Source: an optimization exercise on an open RTL-to-GDS flow (aim: small area and a short achievable clock period). Production flows keep margins and buffers that such runs may drop.
At most, simulation tests tie the RTL to the original design; equivalence was not proved.
Function not checked in run 1: the RTL went through the layout flow alone.

==> flow/design.v (outline; a module is shown in full before it is edited, if it fits) <==
// module PE: 1572 lines
module PE#(
    parameter d_width = 32,
    parameter a_width = 8,
    parameter iact_size =  5,
    parameter kernel_size = 3
)
(
    input start,
    input clk, rst_n,
    input [d_width -1 : 0] weight,
    input [d_width -1 : 0] iact,
    output reg load_weight,
    output reg load_iact,
    output reg done,
    output reg [d_width -1 : 0] pe_out
);
  // ...
==> flow/run.sh <==
#!/bin/bash
# synth_recipe.tcl (not shown) runs the flow's synth.tcl, then flattens the netlist and writes it again
# the make line also repeats each setting of config.mk as NAME=value (left out here)
make -C /OpenROAD-flow-scripts/flow DESIGN_CONFIG=/design/flow/config.mk WORK_HOME=/design/flow/orfs CLKGATE_MAP_FILE= SYNTH_SCRIPT=/design/flow/synth_recipe.tcl finish
==> flow/config.mk <==
export PLATFORM = sky130hd
export DESIGN_NAME = PE
export DESIGN_NICKNAME = PE
export VERILOG_FILES = /design/flow/design.v
export SDC_FILE = /design/flow/constraint.sdc
export NUM_CORES = 4
export LEC_CHECK = 0
export CAP_MARGIN = 20
export CORE_MARGIN = 2
export CORE_UTILIZATION = 80
export CTS_BUF_LIST = sky130_fd_sc_hd__clkbuf_16
export CTS_CLUSTER_DIAMETER = 60
export CTS_CLUSTER_SIZE = 30
export SLEW_MARGIN = 20
==> flow/constraint.sdc <==
create_clock -name core_clock -period 10.0 [get_ports {clk}]
set_input_delay 2.0000 -clock core_clock [delete_from_list [all_inputs] [get_ports {clk}]]
set_output_delay 2.0000 -clock core_clock [all_outputs]
set_load 0.01 [all_outputs]
==> run summary, run 1 <==
status=no timing/DRC/antenna violations; worst reg2reg startpoint=acc0_c[29]; final cell count without fillers=3,380; metal1 wirelength=29,500 µm; Routed WL per cell=22.7 µm; ANT nets after route=0; top cells by instance count after synthesis=xnor2_1, dfxtp_1, xor2_1; final setup vio count=0; Yosys reg bits=516; reg2reg end=acc0_c[30]; multi-input combinational area share=54.2%; commonest non-fill, non-tap cell in the layout=xnor2_1; ys flop type=dfxtp_1; Placer Congestion=0.965; most frequent CP cell=xnor2_1; met1 Track Usage GR=52.4%; initial core utilization=81.5%; Vias=21,800; cell count after placement=3,320; Critical Path AT=4290 ps; IO buf count=101; EDFF count, synth=0; CTS tree=built; Signal buffers=110; multi-input combinational cell count=2,091; num tapcells=455; Chip Height=192 µm; Worst Path Buf+Inv=0; CTS sink cnt=516; Storage cell area=0.0106 mm²; cells along the critical path=xnor2_1 -> xnor3_1 -> xor2_1 -> xnor2_1 -> xnor2_1 -> xnor2_1 -> xnor2_1 -> xnor2_1 -> ha_1 -> a21oi_1 -> nor2_1; largest family of logic cells by synthesized area=XOR/XNOR gates
==> run 2, diff against run 1 <==
--- a/flow/design.v
+++ b/flow/design.v
@@ -1398,171 +1398,17 @@
     assign m_s[28] = s875;
     assign m_c[28] = c868;
     assign m_s[29] = s881;
     assign m_c[29] = c874;
     assign m_s[30] = s887;
     assign m_c[30] = c880;
     assign m_s[31] = x891;
     assign m_c[31] = c886;
-    wire [31:0] sum_p = m_s ^ m_c;
-    wire [31:0] sum_g = m_s & m_c;
-    wire G892 = sum_g[1] | (sum_p[1] & sum_g[0]);
-    wire G894 = sum_g[3] | (sum_p[3] & sum_g[2]);
-    wire P895 = sum_p[3] & sum_p[2];
-    wire G896 = sum_g[5] | (sum_p[5] & sum_g[4]);
-    wire P897 = sum_p[5] & sum_p[4];
-    wire G898 = sum_g[7] | (sum_p[7] & sum_g[6]);
-    wire P899 = sum_p[7] & sum_p[6];
-    wire G900 = sum_g[9] | (sum_p[9] & sum_g[8]);
-    wire P901 = sum_p[9] & sum_p[8];
-    wire G902 = sum_g[11] | (sum_p[11] & sum_g[10]);
-    wire P903 = sum_p[11] & sum_p[10];
-    wire G904 = sum_g[13] | (sum_p[13] & sum_g[12]);
-    wire P905 = sum_p[13] & sum_p[12];
-    wire G906 = sum_g[15] | (sum_p[15] & sum_g[14]);
-    wire P907 = sum_p[15] & sum_p[14];
-    wire G908 = sum_g[17] | (sum_p[17] & sum_g[16]);
-    wire P909 = sum_p[17] & sum_p[16];
-    wire G910 = sum_g[19] | (sum_p[19] & sum_g[18]);
-    wire P911 = sum_p[19] & sum_p[18];
-    wire G912 = sum_g[21] | (sum_p[21] & sum_g[20]);
-    wire P913 = sum_p[21] & sum_p[20];
-    wire G914 = sum_g[23] | (sum_p[23] & sum_g[22]);
-    wire P915 = sum_p[23] & sum_p[22];
-    wire G916 = sum_g[25] | (sum_p[25] & sum_g[24]);
-    wire P917 = sum_p[25] & sum_p[24];
-    wire G918 = sum_g[27] | (sum_p[27] & sum_g[26]);
-    wire P919 = sum_p[27] & sum_p[26];
-    wire G920 = sum_g[29] | (sum_p[29] & sum_g[28]);
-    wire P921 = sum_p[29] & sum_p[28];
-    wire G922 = sum_g[2] | (sum_p[2] & G892);
-    wire G924 = G894 | (P895 & G892);
-    wire G926 = sum_g[6] | (sum_p[6] & G896);
-    wire P927 = sum_p[6] & P897;
-    wire G928 = G898 | (P899 & G896);
-    wire P929 = P899 & P897;
-    wire G930 = sum_g[10] | (sum_p[10] & G900);
-    wire P931 = sum_p[10] & P901;
-    wire G932 = G902 | (P903 & G900);
-    wire P933 = P903 & P901;
-    wire G934 = sum_g[14] | (sum_p[14] & G904);
-    wire P935 = sum_p[14] & P905;
-    wire G936 = G906 | (P907 & G904);
-    wire P937 = P907 & P905;
-    wire G938 = sum_g[18] | (sum_p[18] & G908);
-    wire P939 = sum_p[18] & P909;
-    wire G940 = G910 | (P911 & G908);
-    wire P941 = P911 & P909;
-    wire G942 = sum_g[22] | (sum_p[22] & G912);
-    wire P943 = sum_p[22] & P913;
-    wire G944 = G914 | (P915 & G912);
-    wire P945 = P915 & P913;
-    wire G946 = sum_g[26] | (sum_p[26] & G916);
-    wire P947 = sum_p[26] & P917;
-    wire G948 = G918 | (P919 & G916);
-    wire P949 = P919 & P917;
-    wire G950 = sum_g[30] | (sum_p[30] & G920);
-    wire P951 = sum_p[30] & P921;
-    wire G952 = sum_g[4] | (sum_p[4] & G924);
-    wire G954 = G896 | (P897 & G924);
-    wire G956 = G926 | (P927 & G924);
-    wire G958 = G928 | (P929 & G924);
-    wire G960 = sum_g[12] | (sum_p[12] & G932);
-    wire P961 = sum_p[12] & P933;
-    wire G962 = G904 | (P905 & G932);
-    wire P963 = P905 & P933;
-    wire G964 = G934 | (P935 & G932);
-    wire P965 = P935 & P933;
-    wire G966 = G936 | (P937 & G932);
-    wire P967 = P937 & P933;
-    wire G968 = sum_g[20] | (sum_p[20] & G940);
-    wire P969 = sum_p[20] & P941;
-    wire G970 = G912 | (P913 & G940);
-    wire P971 = P913 & P941;
-    wire G972 = G942 | (P943 & G940);
-    wire P973 = P943 & P941;
-    wire G974 = G944 | (P945 & G940);
-    wire P975 = P945 & P941;
-    wire G976 = sum_g[28] | (sum_p[28] & G948);
-    wire P977 = sum_p[28] & P949;
-    wire G978 = G920 | (P921 & G948);
-    wire P979 = P921 & P949;
-    wire G980 = G950 | (P951 & G948);
-    wire P981 = P951 & P949;
-    wire G982 = sum_g[8] | (sum_p[8] & G958);
-    wire G984 = G900 | (P901 & G958);
-    wire G986 = G930 | (P931 & G958);
-    wire G988 = G932 | (P933 & G958);
-    wire G990 = G960 | (P961 & G958);
-    wire G992 = G962 | (P963 & G958);
-    wire G994 = G964 | (P965 & G958);
-    wire G996 = G966 | (P967 & G958);
-    wire G998 = sum_g[24] | (sum_p[24] & G974);
-    wire P999 = sum_p[24] & P975;
-    wire G1000 = G916 | (P917 & G974);
-    wire P1001 = P917 & P975;
-    wire G1002 = G946 | (P947 & G974);
-    wire P1003 = P947 & P975;
-    wire G1004 = G948 | (P949 & G974);
-    wire P1005 = P949 & P975;
-    wire G1006 = G976 | (P977 & G974);
-    wire P1007 = P977 & P975;
-    wire G1008 = G978 | (P979 & G974);
-    wire P1009 = P979 & P975;
-    wire G1010 = G980 | (P981 & G974);
-    wire P1011 = P981 & P975;
-    wire G1012 = sum_g[16] | (sum_p[16] & G996);
-    wire G1014 = G908 | (P909 & G996);
-    wire G1016 = G938 | (P939 & G996);
-    wire G1018 = G940 | (P941 & G996);
-    wire G1020 = G968 | (P969 & G996);
-    wire G1022 = G970 | (P971 & G996);
-    wire G1024 = G972 | (P973 & G996);
-    wire G1026 = G974 | (P975 & G996);
-    wire G1028 = G998 | (P999 & G996);
-    wire G1030 = G1000 | (P1001 & G996);
-    wire G1032 = G1002 | (P1003 & G996);
-    wire G1034 = G1004 | (P1005 & G996);
-    wire G1036 = G1006 | (P1007 & G996);
-    wire G1038 = G1008 | (P1009 & G996);
-    wire G1040 = G1010 | (P1011 & G996);
-    wire [31:0] sum;
-    assign sum[0] = sum_p[0];
-    assign sum[1] = sum_p[1] ^ sum_g[0];
-    assign sum[2] = sum_p[2] ^ G892;
-    assign sum[3] = sum_p[3] ^ G922;
-    assign sum[4] = sum_p[4] ^ G924;
-    assign sum[5] = sum_p[5] ^ G952;
-    assign sum[6] = sum_p[6] ^ G954;
-    assign sum[7] = sum_p[7] ^ G956;
-    assign sum[8] = sum_p[8] ^ G958;
-    assign sum[9] = sum_p[9] ^ G982;
-    assign sum[10] = sum_p[10] ^ G984;
-    assign sum[11] = sum_p[11] ^ G986;
-    assign sum[12] = sum_p[12] ^ G988;
-    assign sum[13] = sum_p[13] ^ G990;
-    assign sum[14] = sum_p[14] ^ G992;
-    assign sum[15] = sum_p[15] ^ G994;
-    assign sum[16] = sum_p[16] ^ G996;
-    assign sum[17] = sum_p[17] ^ G1012;
-    assign sum[18] = sum_p[18] ^ G1014;
-    assign sum[19] = sum_p[19] ^ G1016;
-    assign sum[20] = sum_p[20] ^ G1018;
-    assign sum[21] = sum_p[21] ^ G1020;
-    assign sum[22] = sum_p[22] ^ G1022;
-    assign sum[23] = sum_p[23] ^ G1024;
-    assign sum[24] = sum_p[24] ^ G1026;
-    assign sum[25] = sum_p[25] ^ G1028;
-    assign sum[26] = sum_p[26] ^ G1030;
-    assign sum[27] = sum_p[27] ^ G1032;
-    assign sum[28] = sum_p[28] ^ G1034;
-    assign sum[29] = sum_p[29] ^ G1036;
-    assign sum[30] = sum_p[30] ^ G1038;
-    assign sum[31] = sum_p[31] ^ G1040;
+    wire [31:0] sum = m_s + m_c;
     always @(posedge clk or negedge rst_n)
         if (!rst_n) begin
             load_iact <= 1'b0; load_weight <= 1'b0; done <= 1'b0; pe_out <= 32'd0;
         end else if (cnt == 5'd0) begin
             load_iact <= 1'b0; load_weight <= 1'b0; done <= 1'b0; pe_out <= 32'd0;
         end else begin
             if (cnt == 5'd6) load_iact <= 1'b1;
             if (cnt == 5'd10) load_weight <= 1'b1;
==> flow/config.mk (replaced) <==
export PLATFORM = sky130hd
export DESIGN_NAME = PE
export DESIGN_NICKNAME = PE
export VERILOG_FILES = /design/flow/design.v
export SDC_FILE = /design/flow/constraint.sdc
export NUM_CORES = 4
export LEC_CHECK = 0
export CAP_MARGIN = 20
export CORE_MARGIN = 2
export CORE_UTILIZATION = 60
export CTS_BUF_LIST = sky130_fd_sc_hd__clkbuf_16
export CTS_CLUSTER_DIAMETER = 60
export CTS_CLUSTER_SIZE = 30
export SLEW_MARGIN = 20
==> run 2 against run 1 <==
Still clean on timing, DRC and antenna. Hold slack lost 25 ps. Core utilization shrank 22 points. Via count shrank 6.2%. Final cell count grew 6.8%. Critical endpoint is now load_weight. Largest cell class unchanged. Highest routed layer unchanged.
==> run summary, run 2 <==
Core ar.=0.0474 mm² (was 0.0347 mm²); TritonCTS buffer count=39 (was 34); Slew Viols, Final=0 (unchanged); Slowest cell on crit path=clkdlybuf4s50_1 (was xnor2_1); Syn Nets=3,105 (was 3,042); commonest non-fill, non-tap cells in the layout=xnor2_1, dfxtp_1, xor2_1 (unchanged); fmax=285 MHz (was 262 MHz); dpl hpwl=53,500 µm (was 52,900 µm); nets=3,093 (was 3,031); Chip Height=222 µm (was 192 µm); Slew HR=30.5% (was 29.0%); Setup crit end kind=output port (was flip-flop); I/O pin count=102 (unchanged); ANT nets after route=0 (unchanged); CTS sink cnt=516 (unchanged); Clock Skews=42.7 ps (was 53.2 ps); startpoint types=flip-flop (unchanged); Final min period=3500 ps (was 3820 ps); cell taking the most area after synthesis=dfxtp_1 (unchanged); area of the multi-input gates=0.0168 mm² (was 0.0165 mm²); initial core utilization=60.4% (was 81.5%); layout cells sized above 1=6.48% (was 6.02%); Worst Max-Slew Pin Slew=1040 ps (was 1060 ps); cells along the critical path=clkdlybuf4s50_1 (was xnor2_1 -> xnor3_1 -> xor2_1 -> xnor2_1 -> xnor2_1 -> xnor2_1 -> xnor2_1 -> xnor2_1 -> ha_1 -> a21oi_1 -> nor2_1); fillers=3,899 (was 1,733); DR pass1 iterations=6 (was 9); top cells by instance count after synthesis=xnor2_1, dfxtp_1, xor2_1 (unchanged); initial antenna violation count=2 (was 0); number of setup buffers added after CTS=0 (unchanged); cell count after placement=3,540 (was 3,320); Ys Warns=1 (unchanged); total die area=0.0495 mm² (was 0.0369 mm²); top cells by area, synth=dfxtp_1, xnor2_1, xor2_1 (unchanged); hold_buf cts=0 (unchanged); post-synth top area share=32.8% (was 33.3%); H-tree depth=2 (unchanged); IO buf count=101 (unchanged); CTS Buffer Depth=3 (unchanged); EDFF count, synth=0 (unchanged); cell area after synthesis=0.0286 mm² (was 0.0283 mm²); Synth Instances=2,978 (was 2,912); Clock Latency Late Sink=610 ps (about the same); TNS Setup=0 ps (unchanged); DRT Wirelength=71,400 µm (was 76,700 µm); sequential element share of the synthesized area=36.9% (was 37.3%); Final Hold Viols=0 (unchanged); Via density=5.66 (was 6.45); cts repair resizes=0 (unchanged); family with the most delay on the worst path=buffers and inverters (was XOR/XNOR gates); ys flop type=dfxtp_1 (unchanged); Unique masters post-synth=67 (was 68); Routed WL per cell=19.8 µm (was 22.7 µm); Storage cell area=0.0106 mm² (about the same); Post-synth ARST share=8.91% (unchanged); largest net degree at the start of global routing=80 (was 55); RSZ-0062 raised after global routing=false (unchanged); crit path kind=reg2out (was reg2reg); max-cap violation count=0 (unchanged); remaining global-route overflow=0 (unchanged); Max stage delay on crit path=550 ps (was 660 ps); Std-Cell Rows=80 (was 68); Crit path required time=8000 ps (was 10,470 ps); Yosys reg bits=516 (unchanged); number of global-route vias before repair=20,000 (was 21,900); initial DRC count=1,396 (was 2,359); status=no timing/DRC/antenna violations (unchanged); chip width=222 µm (was 192 µm); Placer Congestion=0.956 (was 0.965); Mapped Avg Cell Area=9.62 µm² (was 9.72 µm²); HP Class=reg2reg (unchanged); area delta synth->final=8.98% (was 7.76%); commonest non-fill, non-tap cell in the layout=xnor2_1 (unchanged); final setup vio count=0 (unchanged); CTS tree=built (unchanged); Vias=20,500 (was 21,800); residual DRC count=0 (unchanged); Critical Path AT=1500 ps (was 4290 ps); Worst Path Buf+Inv=1 (was 0); Worst-path clk slew=100 ps (was 110 ps); most frequent cell after synthesis=xnor2_1 (unchanged); CP max FO=3 (unchanged); Tot GR Track Use=28.4% (was 41.7%); Tcrit/Tclk final=35.0% (was 38.2%); Root Buffer=clkbuf_16 (unchanged); first-pass GRT wire length=111,000 µm (was 119,000 µm); Ant. Diodes=0 (unchanged); final cell count without fillers=3,610 (was 3,380)
[run 2: kinds of logic after synthesis]
kind of cell               after synthesis  share of synthesized area, %
and+or+nand+nor                        467                          7.40
DFF                                    516                          36.9
adders and majority gates              236                          8.80
buffers and inverters                  321                          4.48
muxes                                  132                          4.98
AOI/OAI and AO/OA                      498                          11.2
xor gates and xnor gates               808                          26.3
[run 2: stage by stage]
| step | util (%) | instance area (µm²) | setup WS, ps | hold slack [ps] |
|---|---|---|---|---|
| CTS | 65.8 | 31200 | 6470 | 311 |
| floorplan | - | 28600 | 7060 | 310 |
| global placement | 62.9 | 29800 | 6690 | 310 |
| global route | 65.8 | 31200 | 6300 | 313 |
| finish | 65.8 | 31200 | 6500 | 305 |
| detailed placement | 62.9 | 29800 | 6640 | 312 |
[run 2: cell type report]
class	count	area share (%)
Timing Repair Buffer	115	3.57
Tap cell	615	2.47
Clock buffer	40	3.21
Inverter	153	1.84
Sequential cell	516	33.8
Clock inverter	30	1.25
Multi-Input combinational cell	2141	53.8
[run 2: path summary, 6_finish.rpt]
check | cells past startpoint | slack, ps | startpoint | endpoint
worst max-delay path | 1 | 6500 | load_weight | load_weight
worst min-delay path | 0 | 300 | r1[21] | r0[21]
worst max register to register | 11 | 6520 | a[15] | acc0_s[18]
worst min register to register | 0 | 300 | r1[21] | r0[21]
max in group asynchronous | 1 | 8150 | rst_n | outp
min in group asynchronous | 1 | 1430 | rst_n | load_weight
[run 2: metal layers]
layer  vias to the layer above  share of wire [%]  track usage [%]  wire [µm]
met2                       584                 45             45.7      32000
met3                       137                5.9             4.21       4220
li1                       9988                  -                -          -
met1                      9741                 45             38.4      32300
met4                         0                3.9             11.8       2800
met5                         -                  0                0          0
==> run 3, diff against run 2 <==
==> flow/flow/run.sh (new file) <==
#!/bin/bash
# Layout flow: the standard layout (standard.sh) with two changes:
#  - the port buffers are buf_2 cells instead of the cell buffer_ports picks;
#  - timing repair aims at 6.9 ns of setup slack at the 10 ns clock.
set -euo pipefail
cat >> config.mk <<'EOC'
export BUFFER_PORTS_ARGS = -buffer_cell sky130_fd_sc_hd__buf_2
export SETUP_SLACK_MARGIN = 6.9
EOC
bash standard.sh > standard.log 2>&1
==> flow/standard.sh (new file) <==
#!/bin/bash
# synth_recipe.tcl (not shown) runs the flow's synth.tcl, then flattens the netlist and writes it again
# the make line also repeats each setting of config.mk as NAME=value (left out here)
make -C /OpenROAD-flow-scripts/flow DESIGN_CONFIG=/design/flow/config.mk WORK_HOME=/design/flow/orfs CLKGATE_MAP_FILE= SYNTH_SCRIPT=/design/flow/synth_recipe.tcl "${@:-finish}"
--- a/flow/config.mk
+++ b/flow/config.mk
@@ -14 +14,3 @@
 export SLEW_MARGIN = 20
+export BUFFER_PORTS_ARGS = -buffer_cell sky130_fd_sc_hd__buf_2
+export SETUP_SLACK_MARGIN = 6.9
removed: flow/run.sh
==> run 3 against run 2 <==
Global-route usage grew 0.33 points. Synthesized cell count is the same. Final cell count grew 3.3%. Fmax grew 9.5%. Design area grew 5.3%. Register-to-register slack gained 280 ps. Area after synthesis is the same. Critical path type is now reg2reg. Largest cell class unchanged.
==> run summary, run 3 <==
Syn Nets=3,105 (unchanged); ys flop type=dfxtp_1 (unchanged); Routed WL per cell=20.0 µm (was 19.8 µm); commonest non-fill, non-tap cells in the layout=xnor2_1, dfxtp_1, xor2_1 (unchanged); area delta synth->final=14.8% (was 8.98%); initial antenna violation count=1 (was 2); RSZ-0062 raised after global routing=true (was false); I/O pin count=102 (unchanged); Final min period=3200 ps (was 3500 ps); H-tree depth=2 (unchanged); nets=3,214 (was 3,093); first-pass GRT wire length=112,000 µm (was 111,000 µm); TNS Setup=0 ps (unchanged); register-to-register path setup slack=6800 ps (was 6520 ps); Ys Warns=1 (unchanged); Min Hold Slack=326 ps (was 305 ps); DRT Wirelength=74,800 µm (was 71,400 µm); TritonCTS buffer count=39 (unchanged); Tot GR Track Use=28.8% (was 28.4%); Slew HR=35.5% (was 30.5%); initial core utilization=60.4% (unchanged); max-cap violation count=0 (unchanged); largest net degree at the start of global routing=80 (unchanged); Worst-path clk slew=110 ps (was 100 ps); fillers=3,685 (was 3,899); Synth Instances=2,978 (unchanged); commonest non-fill, non-tap cell in the layout=xnor2_1 (unchanged); CP max FO=5 (was 3); ANT nets after route=0 (unchanged); Vias=21,400 (was 20,500); remaining global-route overflow=0 (unchanged); area of the multi-input gates=0.0178 mm² (was 0.0168 mm²); Worst Max-Slew Pin Slew=968 ps (was 1040 ps); crit path kind=reg2reg (was reg2out); top cells by area, synth=dfxtp_1, xnor2_1, xor2_1 (unchanged); top cells by instance count after synthesis=xnor2_1, dfxtp_1, xor2_1 (unchanged); Placer Congestion=0.927 (was 0.956); cell taking the most area after synthesis=dfxtp_1 (unchanged); most frequent cell after synthesis=xnor2_1 (unchanged); layout cells sized above 1=21.2% (was 6.48%); Core ar.=0.0474 mm² (unchanged); Ant. Diodes=0 (unchanged); Std-Cell Rows=80 (unchanged); IO buf count=101 (unchanged); dpl hpwl=53,700 µm (was 53,500 µm); Max stage delay on crit path=450 ps (was 550 ps); Critical Path AT=3620 ps (was 1500 ps); HP Class=reg2reg (unchanged); most frequent CP cell=xor2_1; CTS sink cnt=516 (unchanged); Final Hold Viols=0 (unchanged); Slew Viols, Final=0 (unchanged); Crit path required time=10,420 ps (was 8000 ps); number of global-route vias before repair=20,200 (was 20,000); startpoint types=flip-flop (unchanged); DR pass1 iterations=6 (unchanged); Root Buffer=clkbuf_16 (unchanged); status=no timing/DRC/antenna violations (unchanged); CTS tree=built (unchanged); Slowest cell on crit path=xnor3_2 (was clkdlybuf4s50_1); residual DRC count=0 (unchanged); Via density=5.74 (was 5.66); Mapped Avg Cell Area=9.62 µm² (unchanged); final setup vio count=0 (unchanged); Clock Skews=59.2 ps (was 42.7 ps); Setup crit end kind=flip-flop (was output port); chip width=222 µm (unchanged); fin util=69.3% (was 65.8%); Clock Latency Late Sink=610 ps (about the same); Yosys reg bits=516 (unchanged); Chip Height=222 µm (unchanged); fmax=313 MHz (was 285 MHz); cells along the critical path=buf_4 -> clkinvlp_4 -> o22ai_1 -> xor2_1 -> xnor3_2 -> xnor2_2 -> xnor2_2 -> xor2_1 -> xnor2_1 -> xor2_1 -> ha_1 -> nor2b_1 (was clkdlybuf4s50_1); initial DRC count=1,550 (was 1,396); sequential element share of the synthesized area=36.9% (unchanged); Tcrit/Tclk final=32.0% (was 35.0%); Post-synth ARST share=8.91% (unchanged); total die area=0.0495 mm² (unchanged); Storage cell area=0.0107 mm² (was 0.0106 mm²); EDFF count, synth=0 (unchanged); post-synth top area share=32.8% (unchanged); cell area after synthesis=0.0286 mm² (unchanged); Unique masters post-synth=67 (unchanged); CTS Buffer Depth=3 (unchanged)
run 3: layer usage:
layer	track usage [%]	wire, µm	vias up
met3	4.35	5000	187
met5	0	0	-
li1	-	-	10200
met1	39.0	32800	10200
met2	45.0	32900	822
met4	13.9	4060	0
run 3: cells by family after synthesis:
logic type / after synthesis / synth area share [%]
XOR/XNOR: 808 / 26.3
multiplexers: 132 / 4.98
AND/OR/NAND/NOR: 467 / 7.40
AO/OA/AOI/OAI: 498 / 11.2
buffers and inverters: 321 / 4.48
flip-flops: 516 / 36.9
adder cells (fa/ha/maj): 236 / 8.80
run 3: timing repair:
item | CTS | global route
hold buffers | 0 | 0
buffers inserted | 53 | 63
cloned | 1 | 1
resized for setup | 102 | 193
pin swaps | 26 | 89
setup endpoints to repair | 65 | 70
run 3: area by class of cell:
type	instances	area share (%)
clock buffers	41	3.12
clock inverters	27	1.12
inverters	153	1.89
multi-input cells	2141	54.2
flip-flops and latches	516	32.5
well taps	615	2.34
repair buffers	234	4.77
repair inverters	2	0.0381
run 3: worst max-delay path, delay by kind of cell, from the launching register on:
kind	cells	cell delay [ps]
and+or+nand+nor	1	130
xor gates and xnor gates	7	1690
AOI/OAI and AO/OA	1	290
adders and majority gates	1	240
DFF	1	380
buffers and inverters	2	260
run 3: final timing paths:
path                            startpoint    endpoint  cells past startpoint
worst min-delay path                 w2[0]       w1[0]                      0
worst max register to register       a[15]  acc0_s[19]                     12
min in group asynchronous            rst_n        done                      1
max in group asynchronous            rst_n        outp                      1
worst min register to register       w2[0]       w1[0]                      0
worst max-delay path                 a[15]  acc0_s[19]                     12
run 3: stage by stage:
step,instance area (µm²),std cells,worst slack (ps)
after floorplan,28600,2978,7060
after global placement,29300,3543,6680
after detailed placement,29300,3543,6650
after CTS,31500,3665,6860
after global routing,32900,3729,6740
final,32900,3729,6800
==> run 4, diff against run 3 <==
==> flow/flow/run.sh (replaced) <==
#!/bin/bash
# Layout flow: the standard layout (standard.sh) with two changes:
#  - the port buffers are buf_2 cells instead of the cell buffer_ports picks;
#  - timing repair aims at 6.6 ns of setup slack at the 10 ns clock.
set -euo pipefail
cat >> config.mk <<'EOC'
export BUFFER_PORTS_ARGS = -buffer_cell sky130_fd_sc_hd__buf_2
export SETUP_SLACK_MARGIN = 6.6
EOC
bash standard.sh > standard.log 2>&1
--- a/flow/config.mk
+++ b/flow/config.mk
@@ -15,2 +15,2 @@
 export BUFFER_PORTS_ARGS = -buffer_cell sky130_fd_sc_hd__buf_2
-export SETUP_SLACK_MARGIN = 6.9
+export SETUP_SLACK_MARGIN = 6.6
==> run 4 against run 3 <==
Highest routed layer unchanged. Critical path depth decreased by 3. Fmax decreased by 3.2%. Design area decreased by 5.6%. Hold slack about the same. Non-clock buffer count decreased by 98. Register-to-register slack got worse by 100 ps. Via count decreased by 3.5%. Final cell count decreased by 2.7%. Die area unchanged.
==> run summary, run 4 <==
CTS sink cnt=516 (unchanged); area delta synth->final=8.27% (was 14.8%); most frequent cell after synthesis=xnor2_1 (unchanged); cell area after synthesis=0.0286 mm² (unchanged); initial antenna violation count=0 (was 1); final setup vio count=0 (unchanged); initial DRC count=1,480 (was 1,550); Crit path required time=10,420 ps (about the same); RSZ-0062 raised after global routing=true (unchanged); Placer Congestion=0.927 (unchanged); Min Hold Slack=327 ps (was 326 ps); Ant. Diodes=0 (unchanged); total die area=0.0495 mm² (unchanged); Compound-Gate Fraction of Synth Area=11.2% (unchanged); sequential element share of the synthesized area=36.9% (unchanged); cell count after placement=3,543 (unchanged); Clock Skews=63.3 ps (was 59.2 ps); register-to-register path setup slack=6700 ps (was 6800 ps); Slew HR=33.2% (was 35.5%); mux contribution to synthesized area=4.98% (unchanged); Via density=5.69 (was 5.74); XOR/XNOR Fraction of Synth Area=26.3% (unchanged); WHS Endpoint=w1[0] (unchanged); Core ar.=0.0474 mm² (unchanged); commonest non-fill, non-tap cell in the layout=xnor2_1 (unchanged); Worst-path clk slew=100 ps (was 110 ps); reg2reg end=acc0_s[18] (was acc0_s[19]); TritonCTS buffer count=39 (unchanged); Final Hold Viols=0 (unchanged); top cells by area, synth=dfxtp_1, xnor2_1, xor2_1 (unchanged); Std-Cell Rows=80 (unchanged); number of global-route vias before repair=19,800 (was 20,200); Yosys reg bits=516 (unchanged); startpoint types=flip-flop (unchanged); first-pass GRT wire length=111,000 µm (was 112,000 µm); largest net degree at the start of global routing=80 (unchanged); TNS Setup=0 ps (unchanged); chip width=222 µm (unchanged); CTS tree=built (unchanged); Critical Path AT=3730 ps (was 3620 ps); Unique masters post-synth=67 (unchanged); dpl hpwl=53,700 µm (unchanged); IO buf count=101 (unchanged); Synth Area in Simple Gates=7.40% (unchanged); remaining global-route overflow=0 (unchanged); Setup crit end kind=flip-flop (unchanged); commonest non-fill, non-tap cells in the layout=xnor2_1, dfxtp_1, xor2_1 (unchanged); Worst Max-Slew Pin Slew=1000 ps (was 968 ps); status=no timing/DRC/antenna violations (unchanged); Final min period=3300 ps (was 3200 ps); initial core utilization=60.4% (unchanged); post-synth top area share=32.8% (unchanged); CP max FO=12 (was 5); synthesized-area fraction occupied by adder cells=8.80% (unchanged); HP Class=reg2reg (unchanged); ANT nets after route=0 (unchanged); Routed WL per cell=19.7 µm (was 20.0 µm); ys flop type=dfxtp_1 (unchanged); worst reg2reg startpoint=one[4] (was a[15]); max-cap violation count=0 (unchanged); hold_buf cts=0 (unchanged); Tcrit/Tclk final=33.0% (was 32.0%); Worst Hold Depth=0 (unchanged); dpl ws=6650 ps (unchanged); H-tree depth=2 (unchanged); reg2reg path depth=9 (was 12); top cells by instance count after synthesis=xnor2_1, dfxtp_1, xor2_1 (unchanged); CTS Buffer Depth=3 (unchanged); largest family of logic cells by synthesized area=XOR/XNOR gates (unchanged); Vias=20,700 (was 21,400); nets=3,115 (was 3,214); fmax=303 MHz (was 313 MHz); layout cells sized above 1=11.6% (was 21.2%); cell taking the most area after synthesis=dfxtp_1 (unchanged); hold_sp=w2[0] (unchanged); Slew Viols, Final=0 (unchanged); DR pass1 iterations=8 (was 6); Worst Setup Slack, final=6700 ps (was 6800 ps); Clock Latency Late Sink=620 ps (was 610 ps); Tot GR Track Use=28.3% (was 28.8%); Root Buffer=clkbuf_16 (unchanged); residual DRC count=0 (unchanged); final cell count without fillers=3,630 (was 3,729); crit path kind=reg2reg (unchanged); EDFF count, synth=0 (unchanged); I/O pin count=102 (unchanged); Mapped Avg Cell Area=9.62 µm² (unchanged); DRT Wirelength=71,500 µm (was 74,800 µm); Ys Warns=1 (unchanged); Chip Height=222 µm (unchanged); Syn Nets=3,105 (unchanged); Post-synth ARST share=8.91% (unchanged); Synth Instances=2,978 (unchanged)
run 4: cell counts after synthesis:
Identical to the previous run, type by type.
run 4: worst max path at each step:
stage | from | to | slack [ps] | cells past startpoint
after floorplan | acc0_s[18] | pe_out[31] | 7060 | 12
after global placement | acc0_s[18] | pe_out[30] | 6680 | 12
after detailed placement | a[8] | acc0_s[21] | 6650 | 11
after CTS | a[15] | acc0_s[18] | 6610 | 11
after global routing | a[14] | acc0_s[26] | 6560 | 11
final | one[4] | acc0_s[18] | 6700 | 9
run 4: what timing repair did:
action,in CTS,in global routing
pin swaps,0,1
setup buffers,0,18
cloned,0,1
resized for setup,1,35
setup endpoints to repair,1,25
run 4: final cells by class:
cell class	count	area, µm²
clock buffer	41	1030
clock inverter	27	369
fill	3946	16400
inverter	153	612
multi-input combinational	2141	16900
sequential	516	10600
tap	615	769
timing repair buffer	136	783
timing repair inverter	1	7.51
run 4: worst max-delay path: stages, from the launching register on:
cell and delay [ps]:
dfxtp_1 760, a22oi_1 220, xnor2_1 210, maj3_1 480
xor2_1 180, xnor2_1 220, xnor3_1 470, xor2_1 160
ha_1 290, nor2b_1 130
run 4: stage by stage:
stage               util, %  cell area (µm²)
finish                 65.4            31000
CTS                    64.8            30700
floorplan                 -            28600
detailed placement     61.8            29300
global route           65.4            31000
global placement       61.8            29300
run 4: routing by layer:
layer	share of wire, %	routed length [µm]	global-route usage, %
met5	0	0	0
met3	5.9	4230	3.91
met1	46	32700	39.0
met2	43	31100	43.8
met4	4.9	3530	13.8
run 4: logic make-up after synthesis:
logic type | count (synthesis)
buffers and inverters | 321
adders and majority gates | 236
DFF | 516
muxes | 132
AOI/OAI and AO/OA | 498
xor gates and xnor gates | 808
and+or+nand+nor | 467
==> run 5, diff against run 4 <==
==> flow/flow/run.sh (replaced) <==
#!/bin/bash
# Layout flow: the standard layout (standard.sh), with the port buffers
# made as buf_2 cells instead of the cell buffer_ports picks by default.
set -euo pipefail
cat >> config.mk <<'EOC'
export BUFFER_PORTS_ARGS = -buffer_cell sky130_fd_sc_hd__buf_2
EOC
bash standard.sh > standard.log 2>&1
--- a/flow/config.mk
+++ b/flow/config.mk
@@ -15,2 +15 @@
 export BUFFER_PORTS_ARGS = -buffer_cell sky130_fd_sc_hd__buf_2
-export SETUP_SLACK_MARGIN = 6.6
==> run 5 against run 4 <==
Die area is the same. Worst setup slack lost 120 ps. Design area down 0.88%. Still clean. Clock-buffer cell count is the same. Critical path type unchanged. Hold slack got worse by 0.75 ps. Fmax fell by 3.5%. Synthesized cell count is the same.
==> run summary, run 5 <==
status=no timing/DRC/antenna violations (unchanged); residual DRC count=0 (unchanged); Critical Path AT=3840 ps (was 3730 ps); layout cells sized above 1=9.88% (was 11.6%); Ys Warns=1 (unchanged); TNS Setup=0 ps (unchanged); number of global-route vias before repair=19,800 (unchanged); HP Class=reg2reg (unchanged); Clock Latency Late Sink=620 ps (about the same); reg2reg path depth=11 (was 9); Setup crit end kind=flip-flop (unchanged); IO buf count=101 (unchanged); Worst Hold Depth=0 (unchanged); worst reg2reg startpoint=a[7] (was one[4]); cell area after synthesis=0.0286 mm² (unchanged); top cells by instance count after synthesis=xnor2_1, dfxtp_1, xor2_1 (unchanged); DR pass1 iterations=6 (was 8); Clock Skews=63.7 ps (was 63.3 ps); top cells by area, synth=dfxtp_1, xnor2_1, xor2_1 (unchanged); fmax=292 MHz (was 303 MHz); Slew HR=31.4% (was 33.2%); Tcrit/Tclk final=34.2% (was 33.0%); fin util=64.8% (was 65.4%); startpoint types=flip-flop (unchanged); initial antenna violation count=0 (unchanged); hold_buf cts=0 (unchanged); Min Hold Slack=326 ps (was 327 ps); cell count after placement=3,543 (unchanged); max-cap violation count=0 (unchanged); crit path kind=reg2reg (unchanged); RSZ-0062 raised after global routing=false (was true); Placer Congestion=0.927 (unchanged); nets=3,096 (was 3,115); initial core utilization=60.4% (unchanged); Crit path required time=10,410 ps (was 10,420 ps); area delta synth->final=7.32% (was 8.27%); Vias=20,500 (was 20,700); dpl hpwl=53,700 µm (unchanged); TritonCTS buffer count=39 (unchanged); Synth Instances=2,978 (unchanged); most frequent cell after synthesis=xnor2_1 (unchanged); total die area=0.0495 mm² (unchanged); Unique masters post-synth=67 (unchanged); reg2reg end=acc0_s[21] (was acc0_s[18]); cts repair resizes=0 (was 1); Syn Nets=3,105 (unchanged); cell taking the most area after synthesis=dfxtp_1 (unchanged); CTS sink cnt=516 (unchanged); Worst-path clk slew=100 ps (about the same); final cell count without fillers=3,611 (was 3,630); Ant. Diodes=0 (unchanged); Yosys reg bits=516 (unchanged); CTS tree=built (unchanged); Chip Height=222 µm (unchanged); Core ar.=0.0474 mm² (unchanged); Tot GR Track Use=28.3% (about the same); CP max FO=16 (was 12); Mapped Avg Cell Area=9.62 µm² (unchanged); Final Hold Viols=0 (unchanged); initial DRC count=1,460 (was 1,480); commonest non-fill, non-tap cells in the layout=xnor2_1, dfxtp_1, xor2_1 (unchanged); register-to-register path setup slack=6580 ps (was 6700 ps); number of setup buffers added after CTS=0 (unchanged); remaining global-route overflow=0 (unchanged); Slew Viols, Final=0 (unchanged); Final min period=3420 ps (was 3300 ps); Worst Max-Slew Pin Slew=1030 ps (was 1000 ps); DRT Wirelength=71,100 µm (was 71,500 µm); Post-synth ARST share=8.91% (unchanged); Routed WL per cell=19.7 µm (about the same); commonest non-fill, non-tap cell in the layout=xnor2_1 (unchanged); largest net degree at the start of global routing=80 (unchanged); Via density=5.67 (was 5.69); WHS Endpoint=w1[0] (unchanged); sequential element share of the synthesized area=36.9% (unchanged); ys flop type=dfxtp_1 (unchanged); EDFF count, synth=0 (unchanged); Root Buffer=clkbuf_16 (unchanged); post-synth top area share=32.8% (unchanged); I/O pin count=102 (unchanged); final setup vio count=0 (unchanged); ANT nets after route=0 (unchanged); hold_sp=w2[0] (unchanged); chip width=222 µm (unchanged); CTS Buffer Depth=3 (unchanged); Std-Cell Rows=80 (unchanged); H-tree depth=2 (unchanged); first-pass GRT wire length=111,000 µm (about the same)
run 5: cell counts after synthesis:
Identical to the previous run, type by type.
run 5: final cells by class:
class	instances	area, µm²
flip-flops and latches	516	10600
fillers	3960	16700
multi-input cells	2141	16800
repair buffers	118	636
clock buffers	41	1030
clock inverters	27	369
inverters	153	574
well taps	615	769
run 5: worst max-delay path by stage:
stage / start / endpoint / slack [ps] / cells past startpoint
floorplan: acc0_s[18] / pe_out[31] / 7060 / 12
global placement: acc0_s[18] / pe_out[30] / 6680 / 12
detailed placement: a[8] / acc0_s[21] / 6650 / 11
CTS: a[8] / acc0_s[21] / 6600 / 11
global route: a[7] / acc0_s[21] / 6340 / 11
finish: a[7] / acc0_s[21] / 6580 / 11
run 5: kinds of logic after synthesis:
kind of cell | synth area share, %
compound gates | 11.2
xor+xnor | 26.3
fa+ha+maj | 8.80
buf+inv | 4.48
flops | 36.9
mux | 4.98
simple gates | 7.40
run 5: stage by stage:
stage	area, µm²	worst slack [ps]
global placement	29300	6680
finish	30700	6580
floorplan	28600	7060
detailed placement	29300	6650
global route	30700	6340
CTS	30700	6600
run 5: per-layer routing:
| layer | global-route usage, % | part of all wire (%) | vias up |
|---|---|---|---|
| met2 | 43.8 | 43 | 616 |
| met4 | 13.8 | 4.9 | 0 |
| li1 | - | - | 9989 |
| met1 | 39.0 | 46 | 9740 |
| met3 | 3.91 | 5.4 | 132 |
| met5 | 0 | 0 | - |
run 5: critical path, stage by stage, from the launching register on:
cell and delay [ps]:
dfxtp_1 870, a22oi_1 190, xnor2_1 330, xor2_1 130, xnor2_1 290, nor2_1 60, o21ai_0 390, xor2_1 150
xnor2_1 280, xnor2_1 160, ha_1 250, nor2b_1 120
==> run 6, diff against run 5 <==
==> flow/flow/run.sh (replaced) <==
#!/bin/bash
# Layout flow: the standard layout (standard.sh) with these changes:
#  - the port buffers are buf_2 cells instead of the cell buffer_ports picks;
#  - timing repair aims at 6.8 ns of setup slack at the 10 ns clock, and
#    may only resize cells and swap pins (no buffers, no cloning).
set -euo pipefail
cat >> config.mk <<'EOC'
export BUFFER_PORTS_ARGS = -buffer_cell sky130_fd_sc_hd__buf_2
export SETUP_SLACK_MARGIN = 6.8
export SETUP_MOVE_SEQUENCE = sizeup,swap
EOC
bash standard.sh > standard.log 2>&1
--- a/flow/config.mk
+++ b/flow/config.mk
@@ -15 +15,3 @@
 export BUFFER_PORTS_ARGS = -buffer_cell sky130_fd_sc_hd__buf_2
+export SETUP_SLACK_MARGIN = 6.8
+export SETUP_MOVE_SEQUENCE = sizeup,swap
==> run 6 against run 5 <==
Register-to-register slack better by 210 ps. Largest cell class unchanged. Clock skew down 6.1 ps. Via count up 0.77%. Worst setup slack better by 210 ps. Sequential share of layout area down 0.63 points. First-iteration DRC count up 6.9%. Still clean. Highest routed layer unchanged.
==> run summary, run 6 <==
status=no timing/DRC/antenna violations (unchanged); CTS tree=built (unchanged); Compound-Gate Fraction of Synth Area=11.2% (unchanged); commonest non-fill, non-tap cells in the layout=xnor2_1, dfxtp_1, xor2_1 (unchanged); Worst Path Buf+Inv=1 (was 0); fmax=311 MHz (was 292 MHz); Core ar.=0.0474 mm² (unchanged); Critical Path AT=3640 ps (was 3840 ps); sequential element share of the synthesized area=36.9% (unchanged); Post-DP Area=0.0293 mm² (unchanged); largest net degree at the start of global routing=80 (unchanged); initial antenna violation count=1 (was 0); Slew Viols, Final=0 (unchanged); first-pass GRT wire length=111,000 µm (about the same); TritonCTS buffer count=39 (unchanged); CTS Buffer Depth=3 (unchanged); HP Class=reg2reg (unchanged); synthesized-area fraction occupied by adder cells=8.80% (unchanged); top cells by instance count after synthesis=xnor2_1, dfxtp_1, xor2_1 (unchanged); cell taking the most area after synthesis=dfxtp_1 (unchanged); RSZ-0062 raised after global routing=true (was false); Post-synth ARST share=8.91% (unchanged); fillers=3,852 (was 3,960); cell area after synthesis=0.0286 mm² (unchanged); IO buf count=101 (unchanged); Setup crit end kind=flip-flop (unchanged); initial core utilization=60.4% (unchanged); Final min period=3210 ps (was 3420 ps); most frequent cell after synthesis=xnor2_1 (unchanged); Slew HR=30.9% (was 31.4%); Slowest cell on crit path=inv_1 (was dfxtp_1); TNS Setup=0 ps (unchanged); Worst Max-Slew Pin Slew=1030 ps (about the same); DR pass1 iterations=8 (was 6); layout cells sized above 1=15.4% (was 9.88%); fin util=66.5% (was 64.8%); nets=3,096 (unchanged); Design Area, Final=0.0316 mm² (was 0.0307 mm²); hold_buf cts=0 (unchanged); startpoint types=flip-flop (unchanged); XOR/XNOR Fraction of Synth Area=26.3% (unchanged); Placer Congestion=0.927 (unchanged); CTS sink cnt=516 (unchanged); dpl hpwl=53,700 µm (unchanged); number of global-route vias before repair=19,800 (about the same); largest family of logic cells by synthesized area=XOR/XNOR gates (unchanged); Final Hold Viols=0 (unchanged); Std-Cell Rows=80 (unchanged); max-cap violation count=0 (unchanged); cells along the critical path=inv_1 -> o22ai_2 -> xnor2_1 -> maj3_1 -> maj3_1 -> xnor2_1 -> xnor2_1 -> xnor2_1 -> xor2_1 -> ha_1 -> nor2b_1 (was a22oi_1 -> xnor2_1 -> xor2_1 -> xnor2_1 -> nor2_1 -> o21ai_0 -> xor2_1 -> xnor2_1 -> xnor2_1 -> ha_1 -> nor2b_1); Tcrit/Tclk final=32.1% (was 34.2%); total die area=0.0495 mm² (unchanged); Via density=5.71 (was 5.67); post-synth top area share=32.8% (unchanged); Unique masters post-synth=67 (unchanged); Routed WL per cell=20.0 µm (was 19.7 µm); most frequent CP cell=xnor2_1 (unchanged); DRT Wirelength=72,100 µm (was 71,100 µm); Vias=20,600 (was 20,500); Crit path required time=10,420 ps (was 10,410 ps); Tot GR Track Use=28.4% (was 28.3%); Worst Setup Slack, final=6790 ps (was 6580 ps); H-tree depth=2 (unchanged); Synth Area in Simple Gates=7.40% (unchanged); residual DRC count=0 (unchanged); EDFF count, synth=0 (unchanged); Worst-path clk slew=100 ps (about the same); I/O pin count=102 (unchanged); Clock Skews=57.7 ps (was 63.7 ps); top cells by area, synth=dfxtp_1, xnor2_1, xor2_1 (unchanged); Yosys reg bits=516 (unchanged); area delta synth->final=10.2% (was 7.32%); Root Buffer=clkbuf_16 (unchanged); dpl ws=6650 ps (unchanged); Ys Warns=1 (unchanged); final setup vio count=0 (unchanged); Synth Instances=2,978 (unchanged); Ant. Diodes=0 (unchanged); commonest non-fill, non-tap cell in the layout=xnor2_1 (unchanged); Max stage delay on crit path=430 ps (was 870 ps); initial DRC count=1,561 (was 1,460); chip width=222 µm (unchanged); crit path kind=reg2reg (unchanged); ANT nets after route=0 (unchanged); family with the most delay on the worst path=adder cells (was XOR/XNOR gates); ys flop type=dfxtp_1 (unchanged); mux contribution to synthesized area=4.98% (unchanged); Clock Latency Late Sink=620 ps (about the same); Mapped Avg Cell Area=9.62 µm² (unchanged); remaining global-route overflow=0 (unchanged); CP max FO=15 (was 16); Syn Nets=3,105 (unchanged); Chip Height=222 µm (unchanged)
==> run 6: cell types whose count changed in the layout (fill, tap and decap cells not counted), sizes merged <==
| cell | change |
|---|---|
| clkinvlp | +8 |
| inv | -7 |
| clkinv | -1 |
==> run 6: final cells by class <==
type | count | area, µm² | area share (%)
inverters | 153 | 609 | 1.93
multi-input cells | 2141 | 17500 | 55.5
clock inverters | 27 | 369 | 1.17
flip-flops and latches | 516 | 10600 | 33.7
repair buffers | 118 | 636 | 2.01
well taps | 615 | 769 | 2.44
clock buffers | 41 | 1030 | 3.25
==> run 6: per-layer routing <==
metal | wire length, µm | vias up | track usage [%]
li1 | - | 9984 | -
met1 | 32300 | 9785 | 38.8
met2 | 31700 | 719 | 44.1
met3 | 4600 | 147 | 4.24
met4 | 3550 | 0 | 13.7
met5 | 0 | - | 0
==> run 6: kinds of logic after synthesis <==
logic type,after synthesis
xor+xnor,808
buf+inv,321
flops,516
mux,132
compound gates,498
simple gates,467
fa+ha+maj,236
==> run 6: worst paths after layout <==
kind	startpoint	end	slack, ps	cells after the start
max in group asynchronous	rst_n	tap4	8160	1
worst max-delay path	a[17]	acc0_s[19]	6790	11
min in group asynchronous	rst_n	done	1430	1
worst min register to register	w2[0]	w1[0]	330	0
worst min-delay path	w2[0]	w1[0]	330	0
worst max register to register	a[17]	acc0_s[19]	6790	11
==> run 6: timing repair <==
item | CTS | global route
pin swaps | 7 | 45
buffers inserted | 0 | 0
endpoints found under the setup margin | 28 | 40
resized for setup | 49 | 139
==> run 6: stage by stage <==
step | hold WS (ps) | instances
finish | 327 | 3611
global route | 339 | 3611
detailed placement | 312 | 3543
floorplan | 310 | 2978
global placement | 310 | 3543
CTS | 332 | 3611

afterwards: timing with drivers on the ports:
In the flow no input, the clock included, has a driving cell. The finished layouts below were timed again as built, in two steps.
Step 1 sets driving cells, clkbuf_16 on the clock port and buf_2 on the other inputs (assumed; they add their load-dependent delay and slew).
Step 2 moves the port delays by t, midway between the first and last clock arrival at a register: inputs arrive t later, outputs are due t later. That takes back most of the time a late clock gives input paths.
a / b / c = ideal / step 1 / step 2; a / b = the first two.
run	t (ns)	setup WS [ns]	hold WS [ns]	clock arrival spread, ns	slew at the worst register clock pin (ns)
run 1	0.642	6.176 / 6.176 / 6.176	0.330 / 0.330 / 0.330	0.053 / 0.054	0.11 / 0.11
run 2	0.645	6.496 / 6.439 / 6.524	0.305 / 0.305 / 0.305	0.044 / 0.044	0.10 / 0.10
run 3	0.644	6.801 / 6.801 / 6.801	0.326 / 0.326 / 0.326	0.059 / 0.060	0.11 / 0.11
run 4	0.651	6.696 / 6.696 / 6.696	0.327 / 0.327 / 0.327	0.064 / 0.063	0.11 / 0.11
run 5	0.649	6.576 / 6.576 / 6.576	0.326 / 0.326 / 0.326	0.064 / 0.064	0.11 / 0.11
run 6	0.649	6.787 / 6.787 / 6.787	0.327 / 0.327 / 0.327	0.057 / 0.057	0.11 / 0.11
After both steps every run listed still meets setup and hold.
